From an optimization exercise on the open Yosys and OpenROAD flow, aimed at small area; shortcuts taken in it are not production practice. In this exercise RTL edits were held to simulation tests only and were not proved equivalent to the original. Power figures rest on the tool's default switching activity, not on a simulated workload.

<file path="config.mk">
export PLATFORM = sky130hd
export DESIGN_NAME = ddr_ctrl_top
export DESIGN_NICKNAME = ddr_ctrl_top
export VERILOG_FILES = /design/flow/design.v
export SDC_FILE = /design/flow/constraint.sdc
export NUM_CORES = 4
export LEC_CHECK = 0
export CAP_MARGIN = 20
export CORE_AREA = 4 4 376 376
export DIE_AREA = 0 0 380 380
export SLEW_MARGIN = 20
</file>
<file path="constraint.sdc">
create_clock -name core_clock -period 10.0 [get_ports {ui_clk}]
set_input_delay 2.0000 -clock core_clock [delete_from_list [all_inputs] [get_ports {ui_clk}]]
set_output_delay 2.0000 -clock core_clock [all_outputs]
set_load 0.01 [all_outputs]
</file>
<file path="design.v">
`timescale 1ns / 1ps
module ddr_ctrl_top(
    input  wire         ui_clk,
    input  wire         rst,
    input  wire         wr_start,
    input  wire [255:0] wr_ddr_data,
    output wire         data_req,
    output wire         wr_done,
    input  wire         rd_start,
    output wire         rd_data_vld,
    output wire [255:0] rd_ddr_data,
    output wire         rd_done,
    output wire         ddr_busy,
    input  wire         app_rdy,
    output wire [2:0]   app_cmd,
    output wire         app_en,
    output wire [28:0]  app_addr,
    input  wire         app_wdf_rdy,
    output wire [255:0] app_wdf_data,
    output wire         app_wdf_wren,
    output wire         app_wdf_end,
    output wire [31:0]  app_wdf_mask,
    input  wire [255:0] app_rd_data,
    input  wire         app_rd_data_vld,
    input  wire         app_rd_data_end
);
reg         wx, wren, wen, wdone;
reg         rp, rr, rdone;
reg  [5:0]  wcnt;
reg  [16:0] waddr;
reg  [16:0] raddr;
reg         vld;
reg [255:0] rdata;
wire w_idle  = ~wx & ~wren & ~wen;
wire w_wait  =  wx & ~wren & ~wen;
wire w_first = ~wx &  wren & ~wen;
wire w_cmd   = ~wx &  wen;           
wire r_idle  = ~rp & ~rr;
wire r_wait  =  rp & ~rr;
wire r_cmd   = ~rp &  rr;            
wire arbit   = ~(wren | wen | wdone | rr | rdone);
wire w_inc   = w_cmd & app_rdy;
wire r_inc   = r_cmd & app_rdy;
wire beat    = wren & app_wdf_rdy;
reg  [17:0] wt, rt;
reg  [6:0]  ct;
reg  [16:0] waddr_n, raddr_n;
reg  [5:0]  wcnt_n;
integer i;
always @* begin
    wt[0] = w_inc;
    rt[0] = r_inc;
    ct[0] = beat;
    for (i = 0; i < 17; i = i + 1) begin
        wt[i+1] = wt[i] & waddr[i];
        rt[i+1] = rt[i] & raddr[i];
    end
    for (i = 0; i < 6; i = i + 1) ct[i+1] = ct[i] & wcnt[i];
    waddr_n = waddr ^ wt[16:0];
    raddr_n = raddr ^ rt[16:0];
    waddr_n[15] = waddr[15] ^ (wt[15] & ~waddr[16]);
    raddr_n[15] = raddr[15] ^ (rt[15] & ~raddr[16]);
    waddr_n[16] = waddr[16] ? ~wt[15] : wt[16];
    raddr_n[16] = raddr[16] ? ~rt[15] : rt[16];
    wcnt_n = wcnt ^ ct[5:0];
end
wire end_cmd = wt[6];
wire end_dat = ct[6];
wire end_rd  = rt[6];
wire wr_end  = (end_cmd | (wx & wren)) & (end_dat | ~wren);
always @(posedge ui_clk) begin
    if (rst) begin
        wx    <= 1'b0;
        wren  <= 1'b0;
        wen   <= 1'b0;
        wdone <= 1'b0;
        rp    <= 1'b0;
        rr    <= 1'b0;
        rdone <= 1'b0;
        wcnt  <= 6'd0;
        waddr <= 17'd0;
        raddr <= 17'd0;
        vld   <= 1'b0;
    end
    else begin
        wx    <= (w_idle & wr_start) | w_wait | (wren & ~end_dat & (wx | end_cmd));
        wren  <= (wx & wen & ~wren) | (wren & ~end_dat);
        wen   <= (w_wait & arbit) | w_first | (w_cmd & ~end_cmd);
        wdone <= wr_end;
        rp    <= ~rr & (rp | rd_start);
        rr    <= (r_wait & arbit & ~w_wait) | (rp & rr) | (r_cmd & ~end_rd);
        rdone <= end_rd;
        wcnt  <= wcnt_n;
        waddr <= waddr_n;
        raddr <= raddr_n;
        vld   <= app_rd_data_vld;
    end
end
always @(posedge ui_clk) rdata <= app_rd_data;
assign data_req     = beat;
assign wr_done      = wdone;
assign rd_done      = rdone;
assign rd_data_vld  = vld;
assign rd_ddr_data  = rdata;
assign ddr_busy     = wren | w_cmd | r_cmd;
assign app_en       = w_cmd | r_cmd;
assign app_cmd      = {2'b00, rr};
assign app_addr     = {9'd0, ({17{wen}} & waddr) | ({17{rr}} & raddr), 3'd0};
assign app_wdf_data = wr_ddr_data;
assign app_wdf_wren = wren;
assign app_wdf_end  = wren;
assign app_wdf_mask = 32'd0;
endmodule  
</file>
<file path="flow/run.sh">
#!/bin/bash
# Standard ORFS layout, with the port buffers made from the smallest buffer
# cell (sky130_fd_sc_hd__buf_1) instead of the one buffer_ports picks itself,
# and a clock tree of fewer, larger sink clusters without dummy loads.
set -euo pipefail
export BUFFER_PORTS_ARGS="-buffer_cell sky130_fd_sc_hd__buf_1"
export CTS_ARGS="-sink_clustering_enable -repair_clock_nets -dont_use_dummy_load -buf_list sky130_fd_sc_hd__clkbuf_16 -sink_clustering_size 30 -sink_clustering_max_diameter 100"
bash standard.sh > standard_flow.log 2>&1
</file>
<file path="standard.sh">
#!/bin/bash
# synth_recipe.tcl (not shown) runs the flow's synth.tcl, then flattens the netlist and writes it again
# the make line also repeats each setting of config.mk as NAME=value (left out here)
make -C /OpenROAD-flow-scripts/flow DESIGN_CONFIG=/design/flow/config.mk WORK_HOME=/design/flow/orfs CLKGATE_MAP_FILE= SYNTH_SCRIPT=/design/flow/synth_recipe.tcl "${@:-finish}"
</file>
==> summary.txt, run 1 <==
Floorplan
  • Total I/O pin count: 1,104
  • Count of standard-cell rows: 136
  • Die width: 380 um
  • Die Y-Extent: 380 um
  • Total core area: 137,000 um^2
  • Die area: 144,000 um^2
  • Initial Util: 0.0690

Clock network
  • Clk buf depth: 3
  • Hold-fix buffers at CTS: 0
  • Post-CTS setup buffer count: 0
  • Clock sink total: 304
  • Clock latency (worst-skew pair): 0.63 ns
  • Clock tree from TritonCTS: built
  • H-tree depth: 1
  • Total of cells resized after clock tree synthesis: 0
  • Clock input transition at the sequential cells of the worst setup and hold paths: 0.10 ns
  • Root Buffer: sky130_fd_sc_hd__clkbuf_16
  • Total clock buffers created by CTS: 28

STA
  • Layout Skew: 0.0780 ns
  • Final setup violation count: 0
  • Final hold violations: 0
  • Achievable clock frequency: 203 MHz
  • Worst slew slack as a fraction of its limit: 0.466
  • Max Transition Viols Final: 0
  • Setup TNS: 0 ns
  • RSZ-0062 raised after global routing: no
  • Post-layout min period: 4.92 ns
  • Measured slew at the worst slew-check pin: 0.800 ns
  • Portion of the clock cycle consumed by the worst path in the final layout: 0.492

Worst setup path
  • CP Class: in2reg
  • Stage delay of the slowest cell on the critical path: 0.23 ns
  • Crit-path cells: buf_1 -> and3_1 -> ha_1 -> ha_1 -> ha_1 -> ha_1 -> ha_1 -> ha_1 -> ha_1 -> ha_1 -> ha_1 -> ha_1 -> ha_1 -> ha_1 -> ha_1 -> ha_1 -> ha_1 -> nor2b_1 -> a21oi_1 -> nor2_1
  • Type of element capturing the critical path: flop
  • CP dominant cell by count: sky130_fd_sc_hd__ha_1
  • Largest fanout of any net on the critical path: 4
  • Worst Path Arrival: 5.39 ns
  • Critical path launch point type: primary input
  • Required time of the worst setup path: 10.47 ns
  • CP max stage cell: sky130_fd_sc_hd__ha_1

Drt
  • Number of nets with antenna violations after routing: 0
  • Detailed-routing iteration count for the pre-antenna-repair pass: 4
  • Per-cell via count in the routed design: 2.23
  • Average detailed-routed wire length per instance: 24.7 um
  • Iter 0 DRT Violations: 207
  • Post-route DRC violation count: 0
  • Drt total wl: 71,600 um
  • Overall via count from detail_route: 6,452

Synthesis
  • Flip-flop cell with the highest count after synthesis: sky130_fd_sc_hd__dfxtp_1
  • Async set or reset register ratio after synthesis: 0
  • Combined area of all synthesized cells: 9490 um^2
  • Synthesized netlist cell count: 746
  • Portion of synthesized cell area occupied by the leading cell type: 0.641
  • Per-instance average area after synthesis: 12.7 um^2
  • Sequential cell area fraction in the yosys report: 0.641
  • Biggest area consumer among synthesized cells: sky130_fd_sc_hd__dfxtp_1
  • Most frequent cells after synthesis: sky130_fd_sc_hd__buf_4, sky130_fd_sc_hd__dfxtp_1, sky130_fd_sc_hd__nor2b_1
  • Total of warnings raised by yosys: 1
  • EDFF count, synth: 0
  • Flops & latches, synth: 304
  • Number of different library cells in the post-synthesis netlist: 26
  • Most frequently used cell type in the post-synthesis netlist: sky130_fd_sc_hd__buf_4
  • Most area-consuming cells after synthesis: sky130_fd_sc_hd__dfxtp_1, sky130_fd_sc_hd__buf_4, sky130_fd_sc_hd__ha_1, sky130_fd_sc_hd__nor2b_1, sky130_fd_sc_hd__a22o_1

Cells and area
  • Area of combinational cells with multiple inputs: 1220 um^2
  • Number of nets in the finished design: 1,609
  • Area growth from synthesis to layout: 31.1%
  • Register area: 6090 um^2
  • Layout cell share with drive strength beyond 1: 0.0314
  • Summed area of non-filler cells in the final layout: 12,400 um^2
  • Final cell utilization of the core: 0.0905
  • Count of fill cells added during filler insertion: 16,000

Global route
  • Initial antenna violation count: 122
  • Fraction of met3 tracks used by global routing: 0.138
  • Routing usage on met1: 0.0627
  • Vias in the first global route: 6,529
  • GR Util met2: 0.143
  • Pin count of the biggest net entering global routing: 49
  • Global-route wire length before repair: 84,800 um
  • Top Usage Layer GRT: met2
  • Overflow after GRT: 0
  • Global-route usage over all layers: 0.0940

Power and ir drop
  • Power Dens Cells: 195 nW/um^2
  • Pleak: 4.34 nW
  • Design Power: 2.43 mW
  • Max rail drop VDD: 0.130 mV

Placed design
  • Routability Congestion: 0.762
  • Post-detailed-placement cell area: 11,600 um^2
  • Post-DP HPWL: 65,200 um
  • Buffers added on ports: 544

Status
  • Run status: finished clean

Job
  • Max_cap viols: 0

Worst hold path
  • Worst min-delay path category: reg2reg
## worst max-delay path, delay by kind of cell
family | cells | cell delay [ns]
AOI/OAI and AO/OA | 1 | 0.15
adders and majority gates | 15 | 2.78
and+or+nand+nor | 3 | 0.37
buffers and inverters | 1 | 0.08
## kinds of logic (layout without fill, tap and decap cells)
logic type | after synthesis | count (layout) | synth area share
XOR/XNOR | 2 | 2 | 0.00185
buffers and inverters | 316 | 576 | 0.248
adder cells (fa/ha/maj) | 36 | 36 | 0.0475
flip-flops | 304 | 304 | 0.641
other | 1 | 96 | 0.000395
AO/OA/AOI/OAI | 29 | 29 | 0.0241
AND/OR/NAND/NOR | 58 | 58 | 0.0371
## power by group
group	internal [mW]	leakage, nW	switching [mW]	total (mW)
clock network	0.486	0.345	0.474	0.960
logic	0.0537	1.45	0.118	0.172
registers	1.27	2.55	0.0287	1.30
## sequential cells by signal (all words and copies together), names as in the netlist
register / cells
rdone: 1
rp: 1
wren: 1
raddr: 17
wx: 1
vld: 1
wdone: 1
wcnt: 6
rdata: 256
wen: 1
waddr: 17
rr: 1
## layer usage
layer  vias to the layer above  wire length (um)
met3                       205             21400
li1                       2677                 -
met2                       754             30700
met4                        92              1790
met5                         -               605
met1                      2724             17100
## metrics by stage
step	hold slack (ns)	cells	worst slack (ns)
3_5_place_dp	0.508	2817	4.43
5_1_grt	0.556	2849	4.90
2_1_floorplan	0.475	791	4.80
3_3_place_gp	0.506	2817	4.44
4_1_cts	0.528	2845	5.12
6_report	0.542	2895	5.08
## path summary, 6_finish.rpt
kind	from	endpoint	slack, ns	cells after the start
setup / recovery	app_rdy	waddr[16]$_SDFF_PP0_	5.08	20
hold / removal	rp$_SDFF_PP0_	rp$_SDFF_PP0_	0.54	1
setup reg to reg	wen$_SDFF_PP0_	waddr[16]$_SDFF_PP0_	5.93	19
hold reg to reg	rp$_SDFF_PP0_	rp$_SDFF_PP0_	0.54	1
## layout make-up
class / count / area share
inverters: 3 / 0.000905
diodes: 50 / 0.0101
well taps: 1794 / 0.180
multi-input cells: 171 / 0.0981
repair buffers: 545 / 0.165
flip-flops and latches: 304 / 0.489
clock buffers: 28 / 0.0563
## layout by cell type (no fill, tap or decap), drive strengths merged, types with 2 or more instances in the layout
cell,count
a22o,18
xnor2,2
diode,50
o21ai,2
nor2,8
nor2b,40
and3,2
conb,46
clkbuf,29
and2b,3
a21oi,4
dfxtp,304
inv,3
ha,36
buf,544
nand2b,2
==> run 2, diff against run 1 <==
--- a/flow/run.sh
+++ b/flow/run.sh
@@ -5,4 +5,4 @@
 set -euo pipefail
 export BUFFER_PORTS_ARGS="-buffer_cell sky130_fd_sc_hd__buf_1"
-export CTS_ARGS="-sink_clustering_enable -repair_clock_nets -dont_use_dummy_load -buf_list sky130_fd_sc_hd__clkbuf_16 -sink_clustering_size 30 -sink_clustering_max_diameter 100"
+export CTS_ARGS="-sink_clustering_enable -repair_clock_nets -dont_use_dummy_load -buf_list sky130_fd_sc_hd__clkbuf_8 -sink_clustering_size 16 -sink_clustering_max_diameter 60"
 bash standard.sh > standard_flow.log 2>&1
==> run 2 against run 1 <==
Effect of this change:
- still clean on timing, DRC and antenna
- synthesized cell count stayed put
- global-route usage increased by 0.11 points
- critical path depth stayed put
- highest routed layer unchanged
==> summary.txt, run 2 <==
Status
  • Run status: finished clean (unchanged)

Synthesis
  • Synthesized netlist cell count: 746 (unchanged)
  • Async set or reset register ratio after synthesis: 0 (unchanged)
  • Most frequently used cell type in the post-synthesis netlist: sky130_fd_sc_hd__buf_4 (unchanged)
  • Most area-consuming cells after synthesis: sky130_fd_sc_hd__dfxtp_1, sky130_fd_sc_hd__buf_4, sky130_fd_sc_hd__ha_1, sky130_fd_sc_hd__nor2b_1, sky130_fd_sc_hd__a22o_1 (unchanged)
  • Biggest area consumer among synthesized cells: sky130_fd_sc_hd__dfxtp_1 (unchanged)
  • Total of warnings raised by yosys: 1 (unchanged)
  • Combined area of all synthesized cells: 9490 um^2 (unchanged)
  • Most frequent cells after synthesis: sky130_fd_sc_hd__buf_4, sky130_fd_sc_hd__dfxtp_1, sky130_fd_sc_hd__nor2b_1 (unchanged)
  • Sequential cell area fraction in the yosys report: 0.641 (unchanged)
  • EDFF count, synth: 0 (unchanged)
  • Flip-flop cell with the highest count after synthesis: sky130_fd_sc_hd__dfxtp_1 (unchanged)
  • Flops & latches, synth: 304 (unchanged)
  • Portion of synthesized cell area occupied by the leading cell type: 0.641 (unchanged)
  • Per-instance average area after synthesis: 12.7 um^2 (unchanged)
  • Number of different library cells in the post-synthesis netlist: 26 (unchanged)

Cells and area
  • Most frequent standard cell in the layout excluding fill and tap cells: sky130_fd_sc_hd__buf_1 (unchanged)
  • Most flops, register: rdata (unchanged)
  • Commonest cells after routing, fill and taps aside: sky130_fd_sc_hd__buf_1, sky130_fd_sc_hd__dfxtp_1, sky130_fd_sc_hd__clkbuf_8 (was sky130_fd_sc_hd__buf_1, sky130_fd_sc_hd__dfxtp_1, sky130_fd_sc_hd__conb_1)
  • Layout cell share with drive strength beyond 1: 0.0504 (was 0.0314)
  • Max FFs per register: 256 (unchanged)
  • Biggest regs: rdata (256), raddr (17), waddr (17) (unchanged)
  • Area growth from synthesis to layout: 30.9% (was 31.1%)
  • Number of nets in the finished design: 1,630 (was 1,609)

Clock network
  • Total clock buffers created by CTS: 49 (was 28)
  • H-tree depth: 2 (was 1)
  • Clock latency (worst-skew pair): 0.65 ns (was 0.63 ns)
  • Post-CTS setup buffer count: 0 (unchanged)
  • Root Buffer: sky130_fd_sc_hd__clkbuf_8 (was sky130_fd_sc_hd__clkbuf_16)
  • Hold-fix buffers at CTS: 0 (unchanged)
  • Clock input transition at the sequential cells of the worst setup and hold paths: 0.09 ns (was 0.10 ns)
  • Clock tree from TritonCTS: built (unchanged)
  • Clock sink total: 304 (unchanged)
  • Total of cells resized after clock tree synthesis: 0 (unchanged)
  • Clk buf depth: 3 (unchanged)

Power and ir drop
  • Power Dens Cells: 192 nW/um^2 (was 195 nW/um^2)
  • Max rail drop VDD: 0.0974 mV (was 0.130 mV)
  • Pleak: 4.35 nW (was 4.34 nW)

Worst setup path
  • WP buf/inv: 1 (unchanged)
  • Worst Path Arrival: 5.39 ns (about the same)
  • Critical path launch point type: primary input (unchanged)
  • Crit-path cells: buf_1 -> and3_1 -> ha_1 -> ha_1 -> ha_1 -> ha_1 -> ha_1 -> ha_1 -> ha_1 -> ha_1 -> ha_1 -> ha_1 -> ha_1 -> ha_1 -> ha_1 -> ha_1 -> ha_1 -> nor2b_1 -> a21oi_1 -> nor2_1 (unchanged)
  • Kind of cell adding the most delay to the critical path: adder cells (unchanged)
  • CP dominant cell by count: sky130_fd_sc_hd__ha_1 (unchanged)
  • Required time of the worst setup path: 10.51 ns (was 10.47 ns)
  • Type of element capturing the critical path: flop (unchanged)
  • Largest fanout of any net on the critical path: 4 (unchanged)
  • Stage delay of the slowest cell on the critical path: 0.23 ns (about the same)
  • CP max stage cell: sky130_fd_sc_hd__ha_1 (unchanged)
  • CP Class: in2reg (unchanged)

STA
  • Setup TNS: 0 ns (unchanged)
  • Achievable clock frequency: 205 MHz (was 203 MHz)
  • Final worst slack: 5.12 ns (was 5.08 ns)
  • Measured slew at the worst slew-check pin: 0.804 ns (was 0.800 ns)
  • Min Hold Slack: 0.546 ns (was 0.542 ns)
  • Post-layout min period: 4.88 ns (was 4.92 ns)
  • Layout Skew: 0.0505 ns (was 0.0780 ns)
  • Final hold violations: 0 (unchanged)
  • RSZ-0062 raised after global routing: no (unchanged)
  • Worst slew slack as a fraction of its limit: 0.464 (was 0.466)
  • Portion of the clock cycle consumed by the worst path in the final layout: 0.488 (was 0.492)
  • Final setup violation count: 0 (unchanged)
  • Max Transition Viols Final: 0 (unchanged)

Placed design
  • Buffers added on ports: 544 (unchanged)
  • Post-DP HPWL: 65,200 um (unchanged)
  • Worst slack at placement: 4.43 ns (unchanged)
  • Routability Congestion: 0.762 (unchanged)

Floorplan
  • Die area: 144,000 um^2 (unchanged)
  • Initial Util: 0.0690 (unchanged)
  • Count of standard-cell rows: 136 (unchanged)
  • Die width: 380 um (unchanged)
  • Total core area: 137,000 um^2 (unchanged)
  • Total I/O pin count: 1,104 (unchanged)
  • Die Y-Extent: 380 um (unchanged)

Drt
  • Average detailed-routed wire length per instance: 24.6 um (was 24.7 um)
  • Drt total wl: 71,900 um (was 71,600 um)
  • Detailed-routing iteration count for the pre-antenna-repair pass: 4 (unchanged)
  • Number of nets with antenna violations after routing: 0 (unchanged)
  • Per-cell via count in the routed design: 2.25 (was 2.23)
  • Iter 0 DRT Violations: 235 (was 207)
  • Overall via count from detail_route: 6,553 (was 6,452)
  • Post-route DRC violation count: 0 (unchanged)

Global route
  • Pin count of the biggest net entering global routing: 49 (unchanged)
  • Global-route wire length before repair: 85,300 um (was 84,800 um)
  • Global-route usage over all layers: 0.0952 (was 0.0940)
  • Overflow after GRT: 0 (unchanged)
  • Vias in the first global route: 6,653 (was 6,529)
  • Initial antenna violation count: 124 (was 122)

Worst hold path
  • Worst min-delay path category: reg2reg (unchanged)

Job
  • Max_cap viols: 0 (unchanged)
## run 2: cell type report
type	instances	area (um^2)
Inverter	3	11.3
Multi-Input combinational cell	171	1220
Fill cell	16000	125000
Antenna cell	51	128
Sequential cell	304	6090
Timing Repair Buffer	545	2050
Tap cell	1794	2240
Clock buffer	49	674
## run 2: cells by family after synthesis
kind of cell,count (synthesis),synth area share
simple gates,58,0.0371
xor+xnor,2,0.00185
flops,304,0.641
compound gates,29,0.0241
fa+ha+maj,36,0.0475
buf+inv,316,0.248
other cells,1,0.000395
## run 2: routing by layer
metal / vias to the layer above / global-route usage / wire [um]
li1: 2723 / - / -
met5: - / 0.00231 / 609
met3: 220 / 0.143 / 20800
met4: 92 / 0.0331 / 2620
met2: 757 / 0.140 / 30100
met1: 2761 / 0.0610 / 17800
## run 2: path summary, 6_finish.rpt
check	from	to	slack (ns)	cells past startpoint
worst max-delay path	app_rdy	waddr[16]$_SDFF_PP0_	5.12	20
worst min-delay path	raddr[15]$_SDFF_PP0_	raddr[16]$_SDFF_PP0_	0.55	2
worst max register to register	wen$_SDFF_PP0_	waddr[16]$_SDFF_PP0_	5.89	19
worst min register to register	raddr[15]$_SDFF_PP0_	raddr[16]$_SDFF_PP0_	0.55	2
## run 2: power breakdown
group / internal, mW / switching (mW) / leakage (nW)
combinational: 0.0537 / 0.118 / 1.45
clock: 0.425 / 0.493 / 0.353
sequential: 1.27 / 0.0284 / 2.55
## run 2: tightest hold or removal path, stage by stage (launching register included)
cell,delay (ns)
sky130_fd_sc_hd__dfxtp_1,0.34
sky130_fd_sc_hd__a21oi_1,0.13
sky130_fd_sc_hd__nor2_1,0.05
## run 2: stage by stage
stage | util | area (um^2) | instances | power (mW)
6_report | 0.0903 | 12400 | 2917 | 2.39
5_1_grt | 0.0895 | 12300 | 2870 | 2.54
4_1_cts | 0.0894 | 12300 | 2866 | 2.50
3_5_place_dp | 0.0845 | 11600 | 2817 | 1.51
3_3_place_gp | 0.0845 | 11600 | 2817 | 1.51
2_1_floorplan | - | 9660 | 791 | 1.50
==> run 3, diff against run 2 <==
--- a/flow/run.sh
+++ b/flow/run.sh
@@ -5,4 +5,4 @@
 set -euo pipefail
 export BUFFER_PORTS_ARGS="-buffer_cell sky130_fd_sc_hd__buf_1"
-export CTS_ARGS="-sink_clustering_enable -repair_clock_nets -dont_use_dummy_load -buf_list sky130_fd_sc_hd__clkbuf_8 -sink_clustering_size 16 -sink_clustering_max_diameter 60"
+export CTS_ARGS="-sink_clustering_enable -repair_clock_nets -dont_use_dummy_load -buf_list sky130_fd_sc_hd__clkbuf_4 -sink_clustering_size 12 -sink_clustering_max_diameter 60"
 bash standard.sh > standard_flow.log 2>&1
--- a/config.mk
+++ b/config.mk
@@ -9,3 +9,4 @@
 export CORE_AREA = 4 4 376 376
 export DIE_AREA = 0 0 380 380
+export PLACE_DENSITY = 0.9
 export SLEW_MARGIN = 20
==> run 3 against run 2 <==
Effect of this change:
- register-to-register slack worse by 0.11 ns
- area after synthesis stayed put
- cell count is 0.41% higher
- via count is 1.7% higher
- total power is 7.8% lower
- global-route usage is 1.5 points higher
- setup slack better by 0.065 ns
- critical endpoint is now raddr[15]$_SDFF_PP0_
==> summary.txt, run 3 <==
Status
  • Run status: finished clean (unchanged)

Floorplan
  • Total core area: 137,000 um^2 (unchanged)
  • Initial Util: 0.0690 (unchanged)
  • Die Y-Extent: 380 um (unchanged)
  • Die area: 144,000 um^2 (unchanged)
  • Die width: 380 um (unchanged)
  • Count of standard-cell rows: 136 (unchanged)
  • Total I/O pin count: 1,104 (unchanged)

Drt
  • Drt total wl: 82,800 um (was 71,900 um)
  • Post-route DRC violation count: 0 (unchanged)
  • Overall via count from detail_route: 6,666 (was 6,553)
  • Detailed-routing iteration count for the pre-antenna-repair pass: 4 (unchanged)
  • Sum of routed wire segments on met1: 20,900 um (was 17,800 um)
  • Detailed-routed wire length on met2: 35,600 um (was 30,100 um)
  • Average detailed-routed wire length per instance: 28.3 um (was 24.6 um)
  • Number of nets with antenna violations after routing: 0 (unchanged)
  • Iter 0 DRT Violations: 281 (was 235)
  • Highest metal used: met5 (unchanged)
  • Per-cell via count in the routed design: 2.28 (was 2.25)
  • Met3 WL: 22,900 um (was 20,800 um)

Cells and area
  • Summed area of non-filler cells in the final layout: 12,100 um^2 (was 12,400 um^2)
  • Area growth from synthesis to layout: 28.0% (was 30.9%)
  • Fin cells: 2,929 (was 2,917)
  • Biggest regs: rdata (256), raddr (17), waddr (17) (unchanged)
  • Number of nets in the finished design: 1,632 (was 1,630)
  • Most frequent standard cell in the layout excluding fill and tap cells: sky130_fd_sc_hd__buf_1 (unchanged)
  • Layout cell share with drive strength beyond 1: 0.0512 (was 0.0504)
  • Most flops, register: rdata (unchanged)
  • Count of fill cells added during filler insertion: 16,000 (about the same)
  • Commonest cells after routing, fill and taps aside: sky130_fd_sc_hd__buf_1, sky130_fd_sc_hd__dfxtp_1, sky130_fd_sc_hd__clkbuf_4 (was sky130_fd_sc_hd__buf_1, sky130_fd_sc_hd__dfxtp_1, sky130_fd_sc_hd__clkbuf_8)
  • Max FFs per register: 256 (unchanged)

Worst setup path
  • Required time of the worst setup path: 10.66 ns (was 10.51 ns)
  • R2r setup slk: 5.78 ns (was 5.89 ns)
  • CP dominant cell by count: sky130_fd_sc_hd__ha_1 (unchanged)
  • Largest fanout of any net on the critical path: 3 (was 4)
  • Critical path launch point type: primary input (unchanged)
  • Type of element capturing the critical path: flop (unchanged)
  • Stage delay of the slowest cell on the critical path: 0.22 ns (was 0.23 ns)
  • CP Class: in2reg (unchanged)
  • CP max stage cell: sky130_fd_sc_hd__ha_1 (unchanged)
  • Worst Path Arrival: 5.48 ns (was 5.39 ns)
  • Reg-to-reg startpoint: wen$_SDFF_PP0_ (unchanged)
  • End of the worst register-to-register path: waddr[16]$_SDFF_PP0_ (unchanged)
  • Crit-path cells: buf_1 -> and3_1 -> ha_1 -> ha_1 -> ha_1 -> ha_1 -> ha_1 -> ha_1 -> ha_1 -> ha_1 -> ha_1 -> ha_1 -> ha_1 -> ha_1 -> ha_1 -> ha_1 -> ha_1 -> nor2b_1 -> xnor2_1 -> nor2_1 (was buf_1 -> and3_1 -> ha_1 -> ha_1 -> ha_1 -> ha_1 -> ha_1 -> ha_1 -> ha_1 -> ha_1 -> ha_1 -> ha_1 -> ha_1 -> ha_1 -> ha_1 -> ha_1 -> ha_1 -> nor2b_1 -> a21oi_1 -> nor2_1)
  • Path depth of the worst reg2reg path: 19 (unchanged)

Worst hold path
  • Start point of the worst hold path: rp$_SDFF_PP0_ (was raddr[15]$_SDFF_PP0_)
  • Worst min-delay path category: reg2reg (unchanged)
  • Terminating pin of the worst hold path: rp$_SDFF_PP0_ (was raddr[16]$_SDFF_PP0_)
  • Cell depth of the worst min-delay path: 1 (was 2)

Placed design
  • Buffers added on ports: 544 (unchanged)
  • Cells after DPL: 2,817 (unchanged)
  • Post-DP HPWL: 75,400 um (was 65,200 um)
  • Worst slack at placement: 4.35 ns (was 4.43 ns)
  • Routability Congestion: 0.742 (was 0.762)
  • Post-detailed-placement cell area: 11,600 um^2 (about the same)

Clock network
  • Total clock buffers created by CTS: 51 (was 49)
  • Clock latency (worst-skew pair): 0.89 ns (was 0.65 ns)
  • Hold-fix buffers at CTS: 0 (unchanged)
  • Clock tree from TritonCTS: built (unchanged)
  • Clk buf depth: 3 (unchanged)
  • Total of cells resized after clock tree synthesis: 0 (unchanged)
  • Clock input transition at the sequential cells of the worst setup and hold paths: 0.12 ns (was 0.09 ns)
  • Root Buffer: sky130_fd_sc_hd__clkbuf_4 (was sky130_fd_sc_hd__clkbuf_8)
  • Post-CTS setup buffer count: 0 (unchanged)
  • Clock sink total: 304 (unchanged)
  • H-tree depth: 2 (unchanged)

Global route
  • Global-route wire length before repair: 96,900 um (was 85,300 um)
  • Overflow after GRT: 0 (unchanged)
  • Pin count of the biggest net entering global routing: 49 (unchanged)
  • Vias in the first global route: 6,839 (was 6,653)
  • Initial antenna violation count: 146 (was 124)
  • Global-route usage over all layers: 0.110 (was 0.0952)

Synthesis
  • Most frequently used cell type in the post-synthesis netlist: sky130_fd_sc_hd__buf_4 (unchanged)
  • Total of warnings raised by yosys: 1 (unchanged)
  • Most frequent cells after synthesis: sky130_fd_sc_hd__buf_4, sky130_fd_sc_hd__dfxtp_1, sky130_fd_sc_hd__nor2b_1 (unchanged)
  • Per-instance average area after synthesis: 12.7 um^2 (unchanged)
  • Synthesized netlist cell count: 746 (unchanged)
  • EDFF count, synth: 0 (unchanged)
  • Most area-consuming cells after synthesis: sky130_fd_sc_hd__dfxtp_1, sky130_fd_sc_hd__buf_4, sky130_fd_sc_hd__ha_1, sky130_fd_sc_hd__nor2b_1, sky130_fd_sc_hd__a22o_1 (unchanged)
  • Biggest area consumer among synthesized cells: sky130_fd_sc_hd__dfxtp_1 (unchanged)
  • Number of different library cells in the post-synthesis netlist: 26 (unchanged)
  • Flip-flop cell with the highest count after synthesis: sky130_fd_sc_hd__dfxtp_1 (unchanged)
  • Combined area of all synthesized cells: 9490 um^2 (unchanged)
  • Flops & latches, synth: 304 (unchanged)
  • Sequential cell area fraction in the yosys report: 0.641 (unchanged)
  • Async set or reset register ratio after synthesis: 0 (unchanged)
  • Portion of synthesized cell area occupied by the leading cell type: 0.641 (unchanged)

STA
  • Final worst slack: 5.19 ns (was 5.12 ns)
  • Final setup violation count: 0 (unchanged)
  • Measured slew at the worst slew-check pin: 1.01 ns (was 0.804 ns)
  • Portion of the clock cycle consumed by the worst path in the final layout: 0.481 (was 0.488)
  • Worst slew slack as a fraction of its limit: 0.327 (was 0.464)
  • Final hold violations: 0 (unchanged)
  • Achievable clock frequency: 208 MHz (was 205 MHz)
  • Setup TNS: 0 ns (unchanged)
  • Max Transition Viols Final: 0 (unchanged)
  • Min Hold Slack: 0.549 ns (was 0.546 ns)
  • RSZ-0062 raised after global routing: no (unchanged)
  • Layout Skew: 0.108 ns (was 0.0505 ns)
  • Post-layout min period: 4.81 ns (was 4.88 ns)

Power and ir drop
  • Pleak: 4.23 nW (was 4.35 nW)
  • Max rail drop VDD: 0.0689 mV (was 0.0974 mV)
  • Power Dens Cells: 181 nW/um^2 (was 192 nW/um^2)

Job
  • Max_cap viols: 0 (unchanged)
run 3: power by group:
group          internal (mW)  switching (mW)  total, mW  leakage [nW]
Clock                  0.230           0.484      0.714         0.235
Sequential              1.27          0.0298       1.30          2.55
Combinational         0.0536           0.136      0.189          1.45
Total                   1.55           0.650       2.20          4.23
run 3: critical path: cells and delay by family:
family,cells,cell delay (ns)
XOR/XNOR,1,0.16
adder cells (fa/ha/maj),15,2.82
buffers and inverters,1,0.09
AND/OR/NAND/NOR,3,0.41
run 3: metrics by stage:
step	total power [mW]	utilization
after floorplan	1.50	-
after global placement	1.53	0.0845
after detailed placement	1.53	0.0845
after CTS	2.30	0.0873
after global routing	2.34	0.0875
final	2.20	0.0884
run 3: worst max path at each step:
stage / start / endpoint / slack [ns] / depth (start not counted)
after floorplan: app_rdy / waddr[16]$_SDFF_PP0_ / 4.80 / 19
after global placement: app_rdy / waddr[16]$_SDFF_PP0_ / 4.50 / 20
after detailed placement: app_rdy / raddr[16]$_SDFF_PP0_ / 4.35 / 20
after CTS: wen$_SDFF_PP0_ / app_addr[3] / 4.98 / 2
after global routing: wen$_SDFF_PP0_ / app_addr[3] / 4.97 / 2
final: app_rdy / raddr[15]$_SDFF_PP0_ / 5.19 / 20
run 3: layer usage:
metal | vias to the layer above | track usage
met2 | 707 | 0.166
met4 | 126 | 0.0347
met1 | 2817 | 0.0741
met5 | - | 0.00198
met3 | 270 | 0.156
li1 | 2746 | -
run 3: final cells by class:
cell class	count	area (um^2)	share of cell area
Sequential cell	304	6090	0.501
Tap cell	1794	2240	0.185
Timing Repair Buffer	545	2050	0.169
Multi-Input combinational cell	171	1220	0.101
Clock buffer	51	383	0.0315
Antenna cell	61	153	0.0126
Inverter	3	11.3	0.000927
run 3: logic make-up after synthesis:
kind of cell	count (synthesis)	synth area share
XOR/XNOR	2	0.00185
flip-flops	304	0.641
AND/OR/NAND/NOR	58	0.0371
AO/OA/AOI/OAI	29	0.0241
buffers and inverters	316	0.248
other	1	0.000395
adder cells (fa/ha/maj)	36	0.0475
==> run 4, diff against run 3 <==
--- a/config.mk
+++ b/config.mk
@@ -9,4 +9,3 @@
 export CORE_AREA = 4 4 376 376
 export DIE_AREA = 0 0 380 380
-export PLACE_DENSITY = 0.9
 export SLEW_MARGIN = 20
==> run 4 against run 3 <==
Effect of this change:
- cell count is 0.38% lower
- setup slack improved by 0.16 ns
- area after synthesis is the same
- synthesized cell count did not move
- clock skew shrank 0.039 ns
- clock power down 2.8%
- count of clock-buffer cells in the layout stayed put
- total power decreased by 1.8%
- flip-flop and latch count did not move
==> summary.txt, run 4 <==
Global route
  • Vias in the first global route: 6,668 (was 6,839)
  • Global-route usage over all layers: 0.0950 (was 0.110)
  • Overflow after GRT: 0 (unchanged)
  • Global-route wire length before repair: 85,000 um (was 96,900 um)
  • Pin count of the biggest net entering global routing: 49 (unchanged)
  • Initial antenna violation count: 127 (was 146)

Cells and area
  • Max FFs per register: 256 (unchanged)
  • Number of nets in the finished design: 1,632 (unchanged)
  • Most flops, register: rdata (unchanged)
  • Layout cell share with drive strength beyond 1: 0.0521 (was 0.0512)
  • Count of fill cells added during filler insertion: 16,000 (about the same)
  • Area of combinational cells with multiple inputs: 1220 um^2 (unchanged)
  • Area growth from synthesis to layout: 27.8% (was 28.0%)
  • Fin cells: 2,918 (was 2,929)
  • Biggest regs: rdata (256), raddr (17), waddr (17) (unchanged)
  • Register area: 6090 um^2 (unchanged)
  • Most frequent standard cell in the layout excluding fill and tap cells: sky130_fd_sc_hd__buf_1 (unchanged)
  • Commonest cells after routing, fill and taps aside: sky130_fd_sc_hd__buf_1, sky130_fd_sc_hd__dfxtp_1, sky130_fd_sc_hd__clkbuf_4 (unchanged)

STA
  • Final hold violations: 0 (unchanged)
  • Setup TNS: 0 ns (unchanged)
  • Worst slew slack as a fraction of its limit: 0.395 (was 0.327)
  • Max Transition Viols Final: 0 (unchanged)
  • Achievable clock frequency: 215 MHz (was 208 MHz)
  • Layout Skew: 0.0695 ns (was 0.108 ns)
  • Post-layout min period: 4.65 ns (was 4.81 ns)
  • Final worst slack: 5.35 ns (was 5.19 ns)
  • RSZ-0062 raised after global routing: no (unchanged)
  • Portion of the clock cycle consumed by the worst path in the final layout: 0.465 (was 0.481)
  • Min Hold Slack: 0.553 ns (was 0.549 ns)
  • Measured slew at the worst slew-check pin: 0.906 ns (was 1.01 ns)
  • Final setup violation count: 0 (unchanged)

Synthesis
  • Complex-gate fraction of the synthesized area: 0.0241 (unchanged)
  • Post-synthesis share of cell area spent on full adders, half adders and majority gates: 0.0475 (unchanged)
  • Share of the synthesized netlist area taken by xor and xnor gates: 0.00185 (unchanged)
  • Total of warnings raised by yosys: 1 (unchanged)
  • Sequential cell area fraction in the yosys report: 0.641 (unchanged)
  • Flops & latches, synth: 304 (unchanged)
  • Biggest area consumer among synthesized cells: sky130_fd_sc_hd__dfxtp_1 (unchanged)
  • Number of different library cells in the post-synthesis netlist: 26 (unchanged)
  • Async set or reset register ratio after synthesis: 0 (unchanged)
  • Most area-consuming cells after synthesis: sky130_fd_sc_hd__dfxtp_1, sky130_fd_sc_hd__buf_4, sky130_fd_sc_hd__ha_1, sky130_fd_sc_hd__nor2b_1, sky130_fd_sc_hd__a22o_1 (unchanged)
  • Share of synthesized area spent on multiplexers: 0 (unchanged)
  • Portion of synthesized cell area occupied by the leading cell type: 0.641 (unchanged)
  • Most frequently used cell type in the post-synthesis netlist: sky130_fd_sc_hd__buf_4 (unchanged)
  • Flip-flop cell with the highest count after synthesis: sky130_fd_sc_hd__dfxtp_1 (unchanged)
  • Synthesized netlist cell count: 746 (unchanged)
  • Per-instance average area after synthesis: 12.7 um^2 (unchanged)
  • Main combinational cell family by area after synthesis: buffers and inverters (unchanged)
  • EDFF count, synth: 0 (unchanged)
  • Most frequent cells after synthesis: sky130_fd_sc_hd__buf_4, sky130_fd_sc_hd__dfxtp_1, sky130_fd_sc_hd__nor2b_1 (unchanged)
  • Combined area of all synthesized cells: 9490 um^2 (unchanged)
  • Synth Area in Simple Gates: 0.0371 (unchanged)

Placed design
  • Post-DP HPWL: 65,200 um (was 75,400 um)
  • Worst slack at placement: 4.43 ns (was 4.35 ns)
  • Routability Congestion: 0.762 (was 0.742)
  • Cells after DPL: 2,817 (unchanged)
  • Buffers added on ports: 544 (unchanged)

Worst setup path
  • Kind of cell adding the most delay to the critical path: adder cells (unchanged)
  • Required time of the worst setup path: 10.74 ns (was 10.66 ns)
  • Critical path launch point type: primary input (unchanged)
  • Path depth of the worst reg2reg path: 19 (unchanged)
  • CP dominant cell by count: sky130_fd_sc_hd__ha_1 (unchanged)
  • CP max stage cell: sky130_fd_sc_hd__ha_1 (unchanged)
  • CP Class: in2reg (unchanged)
  • WP buf/inv: 1 (unchanged)
  • Type of element capturing the critical path: flop (unchanged)
  • Stage delay of the slowest cell on the critical path: 0.23 ns (was 0.22 ns)
  • R2r setup slk: 5.86 ns (was 5.78 ns)
  • Largest fanout of any net on the critical path: 4 (was 3)
  • Worst Path Arrival: 5.39 ns (was 5.48 ns)
  • Crit-path cells: buf_1 -> and3_1 -> ha_1 -> ha_1 -> ha_1 -> ha_1 -> ha_1 -> ha_1 -> ha_1 -> ha_1 -> ha_1 -> ha_1 -> ha_1 -> ha_1 -> ha_1 -> ha_1 -> ha_1 -> nor2b_1 -> a21oi_1 -> nor2_1 (was buf_1 -> and3_1 -> ha_1 -> ha_1 -> ha_1 -> ha_1 -> ha_1 -> ha_1 -> ha_1 -> ha_1 -> ha_1 -> ha_1 -> ha_1 -> ha_1 -> ha_1 -> ha_1 -> ha_1 -> nor2b_1 -> xnor2_1 -> nor2_1)
  • Cell depth of the worst setup path: 20 (unchanged)

Job
  • Max_cap viols: 0 (unchanged)

Floorplan
  • Die area: 144,000 um^2 (unchanged)
  • Die Y-Extent: 380 um (unchanged)
  • Total I/O pin count: 1,104 (unchanged)
  • Total core area: 137,000 um^2 (unchanged)
  • Count of standard-cell rows: 136 (unchanged)
  • Initial Util: 0.0690 (unchanged)
  • Die width: 380 um (unchanged)

Drt
  • Overall via count from detail_route: 6,568 (was 6,666)
  • Post-route DRC violation count: 0 (unchanged)
  • Per-cell via count in the routed design: 2.25 (was 2.28)
  • Detailed-routing iteration count for the pre-antenna-repair pass: 4 (unchanged)
  • Iter 0 DRT Violations: 208 (was 281)
  • Number of nets with antenna violations after routing: 0 (unchanged)
  • Drt total wl: 71,800 um (was 82,800 um)
  • Average detailed-routed wire length per instance: 24.6 um (was 28.3 um)

Power and ir drop
  • Pleak: 4.23 nW (about the same)
  • Max rail drop VDD: 0.0718 mV (was 0.0689 mV)
  • Design Power: 2.16 mW (was 2.20 mW)
  • Power Dens Cells: 178 nW/um^2 (was 181 nW/um^2)

Clock network
  • Clock tree from TritonCTS: built (unchanged)
  • Clock sink total: 304 (unchanged)
  • H-tree depth: 2 (unchanged)
  • Hold-fix buffers at CTS: 0 (unchanged)
  • Root Buffer: sky130_fd_sc_hd__clkbuf_4 (unchanged)
  • Total clock buffers created by CTS: 51 (unchanged)
  • Clock latency (worst-skew pair): 0.86 ns (was 0.89 ns)
  • Total of cells resized after clock tree synthesis: 0 (unchanged)
  • Post-CTS setup buffer count: 0 (unchanged)
  • Clock input transition at the sequential cells of the worst setup and hold paths: 0.11 ns (was 0.12 ns)
  • Clk buf depth: 3 (unchanged)

Status
  • Run status: finished clean (unchanged)

Worst hold path
  • Worst min-delay path category: reg2reg (unchanged)
  • Cell depth of the worst min-delay path: 1 (unchanged)
## run 4: cell counts after synthesis
Identical to the previous run, type by type.
## run 4: through the flow
stage,util,cell area [um^2]
floorplan,-,9660
CTS,0.0873,12000
detailed placement,0.0845,11600
global route,0.0874,12000
global placement,0.0845,11600
finish,0.0882,12100
## run 4: final timing paths
| path | from | endpoint |
|---|---|---|
| setup / recovery | app_rdy | waddr[16]$_SDFF_PP0_ |
| hold / removal | rp$_SDFF_PP0_ | rp$_SDFF_PP0_ |
| setup reg to reg | wen$_SDFF_PP0_ | waddr[16]$_SDFF_PP0_ |
| hold reg to reg | rp$_SDFF_PP0_ | rp$_SDFF_PP0_ |
## run 4: logic make-up (layout without fill, tap and decap cells)
group | count (synthesis) | count (layout)
buf+inv | 316 | 599
flops | 304 | 304
other cells | 1 | 96
xor+xnor | 2 | 2
simple gates | 58 | 58
fa+ha+maj | 36 | 36
compound gates | 29 | 29
## run 4: layout make-up
class,count,share of cell area
clock buffers,51,0.0316
well taps,1794,0.185
inverters,3,0.000929
flip-flops and latches,304,0.502
diodes,50,0.0103
multi-input cells,171,0.101
repair buffers,545,0.169
## run 4: layer usage
metal	up-vias	track usage	wire length, um
met4	98	0.0309	2190
met1	2735	0.0603	17100
li1	2741	-	-
met3	221	0.143	21300
met5	-	0.00231	650
met2	773	0.142	30500
## run 4: power by group
group	internal [mW]	switching, mW	total [mW]
combinational	0.0537	0.117	0.171
sequential	1.27	0.0290	1.30
clock	0.230	0.464	0.694
total	1.55	0.611	2.16
==> run 5, diff against run 4 <==
--- a/flow/run.sh
+++ b/flow/run.sh
@@ -5,4 +5,4 @@
 set -euo pipefail
 export BUFFER_PORTS_ARGS="-buffer_cell sky130_fd_sc_hd__buf_1"
-export CTS_ARGS="-sink_clustering_enable -repair_clock_nets -dont_use_dummy_load -buf_list sky130_fd_sc_hd__clkbuf_4 -sink_clustering_size 12 -sink_clustering_max_diameter 60"
+export CTS_ARGS="-sink_clustering_enable -repair_clock_nets -dont_use_dummy_load -buf_list sky130_fd_sc_hd__clkbuf_4 -sink_clustering_size 11 -sink_clustering_max_diameter 60"
 bash standard.sh > standard_flow.log 2>&1
--- a/config.mk
+++ b/config.mk
@@ -7,5 +7,5 @@
 export LEC_CHECK = 0
 export CAP_MARGIN = 20
-export CORE_AREA = 4 4 376 376
+export CORE_AREA = 90 90 290 290
 export DIE_AREA = 0 0 380 380
 export SLEW_MARGIN = 20
==> run 5 against run 4 <==
Effect of this change:
- core utilization increased by 18 points
- routed wire length grew 58%
- clock power shrank 21%
- synthesized cell count unchanged
- die area unchanged
- first-iteration DRC count increased by 110%
- sequential power about the same
- clock skew down 0.016 ns
- combinational power is 33% higher
- flip-flop and latch count is the same
- critical endpoint is now raddr[16]$_SDFF_PP0_
==> summary.txt, run 5 <==
Drt
  • Drt total wl: 113,000 um (was 71,800 um)
  • Iter 0 DRT Violations: 446 (was 208)
  • Post-route DRC violation count: 0 (unchanged)
  • Number of nets with antenna violations after routing: 0 (unchanged)
  • Overall via count from detail_route: 6,789 (was 6,568)
  • Detailed-routing iteration count for the pre-antenna-repair pass: 4 (unchanged)
  • Average detailed-routed wire length per instance: 69.5 um (was 24.6 um)
  • Per-cell via count in the routed design: 4.17 (was 2.25)

Worst setup path
  • Worst Path Arrival: 5.42 ns (was 5.39 ns)
  • Crit-path cells: buf_1 -> and3_1 -> ha_1 -> ha_1 -> ha_1 -> ha_1 -> ha_1 -> ha_1 -> ha_1 -> ha_1 -> ha_1 -> ha_1 -> ha_1 -> ha_1 -> ha_1 -> ha_1 -> ha_1 -> nor2b_1 -> a21oi_1 -> nor2_1 (unchanged)
  • CP Class: in2reg (unchanged)
  • Kind of cell adding the most delay to the critical path: adder cells (unchanged)
  • Stage delay of the slowest cell on the critical path: 0.22 ns (was 0.23 ns)
  • Critical path launch point type: primary input (unchanged)
  • Required time of the worst setup path: 10.57 ns (was 10.74 ns)
  • CP dominant cell by count: sky130_fd_sc_hd__ha_1 (unchanged)
  • Largest fanout of any net on the critical path: 3 (was 4)
  • Type of element capturing the critical path: flop (unchanged)
  • CP max stage cell: sky130_fd_sc_hd__ha_1 (unchanged)
  • WP buf/inv: 1 (unchanged)

STA
  • Measured slew at the worst slew-check pin: 0.978 ns (was 0.906 ns)
  • Final hold violations: 0 (unchanged)
  • Setup TNS: 0 ns (unchanged)
  • Final setup violation count: 0 (unchanged)
  • RSZ-0062 raised after global routing: no (unchanged)
  • Layout Skew: 0.0533 ns (was 0.0695 ns)
  • Achievable clock frequency: 206 MHz (was 215 MHz)
  • Portion of the clock cycle consumed by the worst path in the final layout: 0.486 (was 0.465)
  • Post-layout min period: 4.86 ns (was 4.65 ns)
  • Worst slew slack as a fraction of its limit: 0.348 (was 0.395)
  • Max Transition Viols Final: 0 (unchanged)

Cells and area
  • Most frequent standard cell in the layout excluding fill and tap cells: sky130_fd_sc_hd__buf_1 (unchanged)
  • Area growth from synthesis to layout: 9.73% (was 27.8%)
  • Biggest regs: rdata (256), raddr (17), waddr (17) (unchanged)
  • Fin cells: 1,627 (was 2,918)
  • Max FFs per register: 256 (unchanged)
  • Layout cell share with drive strength beyond 1: 0.0378 (was 0.0521)
  • Most flops, register: rdata (unchanged)
  • Number of nets in the finished design: 1,617 (was 1,632)
  • Commonest cells after routing, fill and taps aside: sky130_fd_sc_hd__buf_1, sky130_fd_sc_hd__dfxtp_1, sky130_fd_sc_hd__conb_1 (was sky130_fd_sc_hd__buf_1, sky130_fd_sc_hd__dfxtp_1, sky130_fd_sc_hd__clkbuf_4)

Clock network
  • Clk buf depth: 3 (unchanged)
  • Clock tree from TritonCTS: built (unchanged)
  • H-tree depth: 2 (unchanged)
  • Clock sink total: 304 (unchanged)
  • Root Buffer: sky130_fd_sc_hd__clkbuf_4 (unchanged)
  • Clock latency (worst-skew pair): 0.70 ns (was 0.86 ns)
  • Hold-fix buffers at CTS: 0 (unchanged)
  • Post-CTS setup buffer count: 0 (unchanged)
  • Total of cells resized after clock tree synthesis: 0 (unchanged)
  • Total clock buffers created by CTS: 37 (was 51)
  • Clock input transition at the sequential cells of the worst setup and hold paths: 0.11 ns (about the same)

Floorplan
  • Die width: 380 um (unchanged)
  • Count of standard-cell rows: 72 (was 136)
  • Die Y-Extent: 380 um (unchanged)
  • Die area: 144,000 um^2 (unchanged)
  • Initial Util: 0.243 (was 0.0690)
  • Total core area: 39,100 um^2 (was 137,000 um^2)
  • Total I/O pin count: 1,104 (unchanged)

Global route
  • Vias in the first global route: 6,536 (was 6,668)
  • Initial antenna violation count: 186 (was 127)
  • Global-route usage over all layers: 0.133 (was 0.0950)
  • Global-route wire length before repair: 127,000 um (was 85,000 um)
  • Overflow after GRT: 0 (unchanged)
  • Pin count of the biggest net entering global routing: 49 (unchanged)

Synthesis
  • Number of different library cells in the post-synthesis netlist: 26 (unchanged)
  • Total of warnings raised by yosys: 1 (unchanged)
  • Portion of synthesized cell area occupied by the leading cell type: 0.641 (unchanged)
  • Combined area of all synthesized cells: 9490 um^2 (unchanged)
  • EDFF count, synth: 0 (unchanged)
  • Most frequent cells after synthesis: sky130_fd_sc_hd__buf_4, sky130_fd_sc_hd__dfxtp_1, sky130_fd_sc_hd__nor2b_1 (unchanged)
  • Biggest area consumer among synthesized cells: sky130_fd_sc_hd__dfxtp_1 (unchanged)
  • Most area-consuming cells after synthesis: sky130_fd_sc_hd__dfxtp_1, sky130_fd_sc_hd__buf_4, sky130_fd_sc_hd__ha_1, sky130_fd_sc_hd__nor2b_1, sky130_fd_sc_hd__a22o_1 (unchanged)
  • Flip-flop cell with the highest count after synthesis: sky130_fd_sc_hd__dfxtp_1 (unchanged)
  • Synthesized netlist cell count: 746 (unchanged)
  • Most frequently used cell type in the post-synthesis netlist: sky130_fd_sc_hd__buf_4 (unchanged)
  • Flops & latches, synth: 304 (unchanged)
  • Per-instance average area after synthesis: 12.7 um^2 (unchanged)
  • Sequential cell area fraction in the yosys report: 0.641 (unchanged)
  • Async set or reset register ratio after synthesis: 0 (unchanged)

Placed design
  • Buffers added on ports: 544 (unchanged)
  • Routability Congestion: 0.900 (was 0.762)
  • Post-DP HPWL: 108,000 um (was 65,200 um)
  • Cells after DPL: 1,540 (was 2,817)

Power and ir drop
  • Pleak: 4.16 nW (was 4.23 nW)
  • Power Dens Cells: 199 nW/um^2 (was 178 nW/um^2)
  • Max rail drop VDD: 0.127 mV (was 0.0718 mV)

Worst hold path
  • Worst min-delay path category: reg2reg (unchanged)

Job
  • Max_cap viols: 0 (unchanged)

Status
  • Run status: finished clean (unchanged)
run 5: layout make-up:
class	count	area [um^2]
well taps	518	648
fillers	4225	28700
repair buffers	544	2040
multi-input cells	171	1220
inverters	3	11.3
clock buffers	37	278
diodes	50	125
flip-flops and latches	304	6090
run 5: logic make-up (layout without fill, tap and decap cells):
| kind of cell | after synthesis | count (layout) | synth area share |
|---|---|---|---|
| AOI/OAI and AO/OA | 29 | 29 | 0.0241 |
| xor gates and xnor gates | 2 | 2 | 0.00185 |
| adders and majority gates | 36 | 36 | 0.0475 |
| buffers and inverters | 316 | 584 | 0.248 |
| DFF | 304 | 304 | 0.641 |
| other | 1 | 96 | 0.000395 |
| and+or+nand+nor | 58 | 58 | 0.0371 |
run 5: stage by stage:
step	hold WS [ns]	power (mW)	instance area [um^2]	utilization	setup WS (ns)
floorplan	0.475	1.50	9660	-	4.80
global placement	0.519	1.56	10000	0.256	4.39
detailed placement	0.528	1.57	10000	0.256	4.37
CTS	0.540	2.13	10300	0.263	5.24
global route	0.586	2.19	10400	0.265	5.05
finish	0.553	2.07	10400	0.266	5.14
run 5: metal layers:
metal	global-route usage	up-vias	part of all wire
li1	-	2690	-
met1	0.0762	2744	0.21
met2	0.229	718	0.49
met3	0.186	393	0.26
met4	0.0311	244	0.026
met5	0	-	0.014
run 5: worst paths after layout:
check                       startpoint                    to  slack [ns]  depth (start not counted)
setup / recovery               app_rdy  raddr[16]$_SDFF_PP0_        5.14                         20
hold / removal    raddr[15]$_SDFF_PP0_  raddr[16]$_SDFF_PP0_        0.55                          2
setup reg to reg        wen$_SDFF_PP0_  waddr[16]$_SDFF_PP0_        5.78                         19
hold reg to reg   raddr[15]$_SDFF_PP0_  raddr[16]$_SDFF_PP0_        0.55                          2
run 5: power by group:
part           leakage (nW)  switching [mW]  internal, mW
clock                 0.171           0.379         0.171
sequential             2.55          0.0273          1.27
combinational          1.44           0.174        0.0531
run 5: tightest hold or removal path, stage by stage, from the launching register on:
cell and delay (ns):
sky130_fd_sc_hd__dfxtp_1 0.35, sky130_fd_sc_hd__a21oi_1 0.12, sky130_fd_sc_hd__nor2_1 0.05
==> run 6, diff against run 5 <==
--- a/flow/run.sh
+++ b/flow/run.sh
@@ -5,4 +5,4 @@
 set -euo pipefail
 export BUFFER_PORTS_ARGS="-buffer_cell sky130_fd_sc_hd__buf_1"
-export CTS_ARGS="-sink_clustering_enable -repair_clock_nets -dont_use_dummy_load -buf_list sky130_fd_sc_hd__clkbuf_4 -sink_clustering_size 11 -sink_clustering_max_diameter 60"
+export CTS_ARGS="-sink_clustering_enable -repair_clock_nets -dont_use_dummy_load -buf_list sky130_fd_sc_hd__clkbuf_4 -tree_buf sky130_fd_sc_hd__clkbuf_8 -sink_clustering_size 11 -sink_clustering_max_diameter 60"
 bash standard.sh > standard_flow.log 2>&1
--- a/config.mk
+++ b/config.mk
@@ -7,5 +7,5 @@
 export LEC_CHECK = 0
 export CAP_MARGIN = 20
-export CORE_AREA = 90 90 290 290
+export CORE_AREA = 130 130 250 250
 export DIE_AREA = 0 0 380 380
 export SLEW_MARGIN = 20
==> run 6 against run 5 <==
Effect of this change:
- sequential power about the same
- cell count is 21% lower
- critical path depth is the same
- non-clock buffer count unchanged
- global-route usage rose by 7.1 points
- largest cell class unchanged
==> summary.txt, run 6 <==
Status
  • Run status: finished clean (unchanged)

STA
  • Final hold violations: 0 (unchanged)
  • Measured slew at the worst slew-check pin: 0.960 ns (was 0.978 ns)
  • Max Transition Viols Final: 0 (unchanged)
  • Final worst slack: 5.05 ns (was 5.14 ns)
  • Final setup violation count: 0 (unchanged)
  • Achievable clock frequency: 202 MHz (was 206 MHz)
  • Setup TNS: 0 ns (unchanged)
  • Portion of the clock cycle consumed by the worst path in the final layout: 0.495 (was 0.486)
  • Post-layout min period: 4.95 ns (was 4.86 ns)
  • Layout Skew: 0.00692 ns (was 0.0533 ns)
  • RSZ-0062 raised after global routing: no (unchanged)
  • Worst slew slack as a fraction of its limit: 0.360 (was 0.348)

Floorplan
  • Count of standard-cell rows: 43 (was 72)
  • Total I/O pin count: 1,104 (unchanged)
  • Die width: 380 um (unchanged)
  • Die Y-Extent: 380 um (unchanged)
  • Die area: 144,000 um^2 (unchanged)
  • Total core area: 14,000 um^2 (was 39,100 um^2)
  • Initial Util: 0.678 (was 0.243)

Worst setup path
  • Kind of cell adding the most delay to the critical path: adder cells (unchanged)
  • Worst Path Arrival: 5.42 ns (about the same)
  • Critical path launch point type: primary input (unchanged)
  • CP Class: in2reg (unchanged)
  • Stage delay of the slowest cell on the critical path: 0.23 ns (was 0.22 ns)
  • Required time of the worst setup path: 10.46 ns (was 10.57 ns)
  • Largest fanout of any net on the critical path: 4 (was 3)
  • CP dominant cell by count: sky130_fd_sc_hd__ha_1 (unchanged)
  • Type of element capturing the critical path: flop (unchanged)
  • Crit-path cells: buf_1 -> and3_1 -> ha_1 -> ha_1 -> ha_1 -> ha_1 -> ha_1 -> ha_1 -> ha_1 -> ha_1 -> ha_1 -> ha_1 -> ha_1 -> ha_1 -> ha_1 -> ha_1 -> ha_1 -> nor2b_1 -> a21oi_1 -> nor2_1 (unchanged)
  • CP max stage cell: sky130_fd_sc_hd__ha_1 (unchanged)
  • WP buf/inv: 1 (unchanged)

Placed design
  • Cells after DPL: 1,202 (was 1,540)
  • Post-DP HPWL: 173,000 um (was 108,000 um)
  • Routability Congestion: 0.883 (was 0.900)
  • Worst slack at placement: 4.39 ns (was 4.37 ns)
  • Buffers added on ports: 544 (unchanged)
  • Post-detailed-placement cell area: 9590 um^2 (was 10,000 um^2)

Cells and area
  • Layout cell share with drive strength beyond 1: 0.0323 (was 0.0378)
  • Most frequent standard cell in the layout excluding fill and tap cells: sky130_fd_sc_hd__buf_1 (unchanged)
  • Summed area of non-filler cells in the final layout: 9950 um^2 (was 10,400 um^2)
  • Area growth from synthesis to layout: 4.91% (was 9.73%)
  • Most flops, register: rdata (unchanged)
  • Commonest cells after routing, fill and taps aside: sky130_fd_sc_hd__buf_1, sky130_fd_sc_hd__dfxtp_1, sky130_fd_sc_hd__conb_1 (unchanged)
  • Fin cells: 1,287 (was 1,627)
  • Biggest regs: rdata (256), raddr (17), waddr (17) (unchanged)
  • Max FFs per register: 256 (unchanged)
  • Number of nets in the finished design: 1,611 (was 1,617)

Synthesis
  • Share of synthesized area spent on multiplexers: 0 (unchanged)
  • Async set or reset register ratio after synthesis: 0 (unchanged)
  • Share of the synthesized netlist area taken by xor and xnor gates: 0.00185 (unchanged)
  • Flip-flop cell with the highest count after synthesis: sky130_fd_sc_hd__dfxtp_1 (unchanged)
  • Post-synthesis share of cell area spent on full adders, half adders and majority gates: 0.0475 (unchanged)
  • Sequential cell area fraction in the yosys report: 0.641 (unchanged)
  • Total of warnings raised by yosys: 1 (unchanged)
  • Number of different library cells in the post-synthesis netlist: 26 (unchanged)
  • Most frequent cells after synthesis: sky130_fd_sc_hd__buf_4, sky130_fd_sc_hd__dfxtp_1, sky130_fd_sc_hd__nor2b_1 (unchanged)
  • Complex-gate fraction of the synthesized area: 0.0241 (unchanged)
  • Main combinational cell family by area after synthesis: buffers and inverters (unchanged)
  • Biggest area consumer among synthesized cells: sky130_fd_sc_hd__dfxtp_1 (unchanged)
  • Portion of synthesized cell area occupied by the leading cell type: 0.641 (unchanged)
  • Flops & latches, synth: 304 (unchanged)
  • EDFF count, synth: 0 (unchanged)
  • Per-instance average area after synthesis: 12.7 um^2 (unchanged)
  • Most frequently used cell type in the post-synthesis netlist: sky130_fd_sc_hd__buf_4 (unchanged)
  • Synthesized netlist cell count: 746 (unchanged)
  • Combined area of all synthesized cells: 9490 um^2 (unchanged)
  • Synth Area in Simple Gates: 0.0371 (unchanged)
  • Most area-consuming cells after synthesis: sky130_fd_sc_hd__dfxtp_1, sky130_fd_sc_hd__buf_4, sky130_fd_sc_hd__ha_1, sky130_fd_sc_hd__nor2b_1, sky130_fd_sc_hd__a22o_1 (unchanged)

Drt
  • Iter 0 DRT Violations: 625 (was 446)
  • Drt total wl: 178,000 um (was 113,000 um)
  • Post-route DRC violation count: 0 (unchanged)
  • Per-cell via count in the routed design: 5.87 (was 4.17)
  • Overall via count from detail_route: 7,554 (was 6,789)
  • Number of nets with antenna violations after routing: 0 (unchanged)
  • Average detailed-routed wire length per instance: 138 um (was 69.5 um)
  • Detailed-routing iteration count for the pre-antenna-repair pass: 5 (was 4)

Clock network
  • Clock input transition at the sequential cells of the worst setup and hold paths: 0.11 ns (about the same)
  • Clock sink total: 304 (unchanged)
  • Clock latency (worst-skew pair): 0.60 ns (was 0.70 ns)
  • Hold-fix buffers at CTS: 0 (unchanged)
  • H-tree depth: 1 (was 2)
  • Clk buf depth: 3 (unchanged)
  • Post-CTS setup buffer count: 0 (unchanged)
  • Clock tree from TritonCTS: built (unchanged)
  • Root Buffer: sky130_fd_sc_hd__clkbuf_4 (unchanged)
  • Total of cells resized after clock tree synthesis: 0 (unchanged)
  • Total clock buffers created by CTS: 31 (was 37)

Worst hold path
  • Worst min-delay path category: reg2reg (unchanged)

Global route
  • Global-route usage over all layers: 0.204 (was 0.133)
  • Global-route wire length before repair: 194,000 um (was 127,000 um)
  • Initial antenna violation count: 256 (was 186)
  • Pin count of the biggest net entering global routing: 49 (unchanged)
  • Overflow after GRT: 0 (unchanged)
  • Vias in the first global route: 6,424 (was 6,536)

Power and ir drop
  • Power Dens Cells: 206 nW/um^2 (was 199 nW/um^2)
  • Pleak: 4.13 nW (was 4.16 nW)
  • Max rail drop VDD: 0.142 mV (was 0.127 mV)

Job
  • Max_cap viols: 0 (unchanged)
-- run 6: layout make-up --
type                       count  area [um^2]
multi-input combinational    171         1220
tap                          180          225
sequential                   304         6090
clock buffer                  31          233
antenna                       54          135
inverter                       3         11.3
fill                        1111         4030
timing repair buffer         544         2040
-- run 6: worst paths after layout --
kind / startpoint / end / slack (ns) / cells past startpoint
setup / recovery: app_rdy / waddr[16]$_SDFF_PP0_ / 5.05 / 20
hold / removal: waddr[15]$_SDFF_PP0_ / waddr[16]$_SDFF_PP0_ / 0.56 / 2
setup reg to reg: wen$_SDFF_PP0_ / waddr[16]$_SDFF_PP0_ / 5.78 / 19
hold reg to reg: waddr[15]$_SDFF_PP0_ / waddr[16]$_SDFF_PP0_ / 0.56 / 2
-- run 6: metal layers --
layer  share of wire  up-vias  global-route usage
li1                -     2684                   -
met1            0.19     3041               0.106
met2            0.50     1124               0.362
met3            0.28      461               0.310
met4           0.018      244              0.0207
met5           0.011        -             0.00812
-- run 6: logic make-up after synthesis --
logic type,after synthesis
AO/OA/AOI/OAI,29
XOR/XNOR,2
adder cells (fa/ha/maj),36
buffers and inverters,316
flip-flops,304
other,1
AND/OR/NAND/NOR,58
-- run 6: report_power, final --
part	switching, mW	internal (mW)	total (mW)
Sequential	0.0280	1.27	1.30
Clock	0.339	0.143	0.482
Combinational	0.219	0.0528	0.272
-- run 6: through the flow --
step / utilization / hold slack [ns] / total power [mW]
after floorplan: - / 0.475 / 1.50
after global placement: 0.685 / 0.530 / 1.61
after detailed placement: 0.685 / 0.533 / 1.61
after CTS: 0.702 / 0.559 / 2.08
after global routing: 0.706 / 0.586 / 2.15
final: 0.712 / 0.557 / 2.05
-- run 6: worst reg2reg max path: stages, from the launching register on --
cell and delay, ns:
sky130_fd_sc_hd__dfxtp_1 0.61, sky130_fd_sc_hd__and3_1 0.29, sky130_fd_sc_hd__ha_1 0.18, sky130_fd_sc_hd__ha_1 0.19, sky130_fd_sc_hd__ha_1 0.19, sky130_fd_sc_hd__ha_1 0.18
sky130_fd_sc_hd__ha_1 0.18, sky130_fd_sc_hd__ha_1 0.23, sky130_fd_sc_hd__ha_1 0.20, sky130_fd_sc_hd__ha_1 0.21, sky130_fd_sc_hd__ha_1 0.19, sky130_fd_sc_hd__ha_1 0.18
sky130_fd_sc_hd__ha_1 0.18, sky130_fd_sc_hd__ha_1 0.18, sky130_fd_sc_hd__ha_1 0.18, sky130_fd_sc_hd__ha_1 0.18, sky130_fd_sc_hd__ha_1 0.19, sky130_fd_sc_hd__nor2b_1 0.15
sky130_fd_sc_hd__a21oi_1 0.14, sky130_fd_sc_hd__nor2_1 0.05

==> what the ideal ports hide <==
In the flow no input, the clock included, has a driving cell. The finished layouts below were timed again as built, in two steps.
Step 1 sets driving cells, clkbuf_16 on the clock port and buf_2 on the other inputs (assumed; they add their load-dependent delay and slew).
Step 2 adds t to the input delays and takes it off the output delays; t is the mean of the earliest and latest rising clock arrival at the registers after step 1. Input paths then give back, and output paths get back, about the clock's delay inside the block.
Slacks: ideal ports / drivers / drivers and shift; pairs: ideal ports / drivers.
run | t, ns | setup slack, ns | hold slack, ns | slew at the worst register clock pin (ns) | worst data-port slew with drivers (ns)
run 1 | 0.665 | 5.078 / 5.119 / 4.454 | 0.542 / 0.542 / 0.542 | 0.11 / 0.11 | 0.24
run 2 | 0.705 | 5.120 / 5.154 / 4.449 | 0.546 / 0.546 / 0.546 | 0.10 / 0.10 | 0.24
run 3 | 0.902 | 5.185 / 5.155 / 4.327 | 0.549 / 0.549 / 0.549 | 0.12 / 0.12 | 0.23
run 4 | 0.910 | 5.347 / 5.378 / 4.468 | 0.553 / 0.553 / 0.553 | 0.12 / 0.12 | 0.24
run 5 | 0.725 | 5.144 / 5.141 / 4.416 | 0.553 / 0.553 / 0.553 | 0.11 / 0.11 | 0.30
run 6 | 0.698 | 5.046 / 5.039 / 4.341 | 0.557 / 0.557 / 0.557 | 0.11 / 0.11 | 0.41
After both steps every run listed still meets setup and hold. For run 4, which loses most, drivers alone change the setup slack by +0.031 ns; drivers and shift together by -0.879 ns.
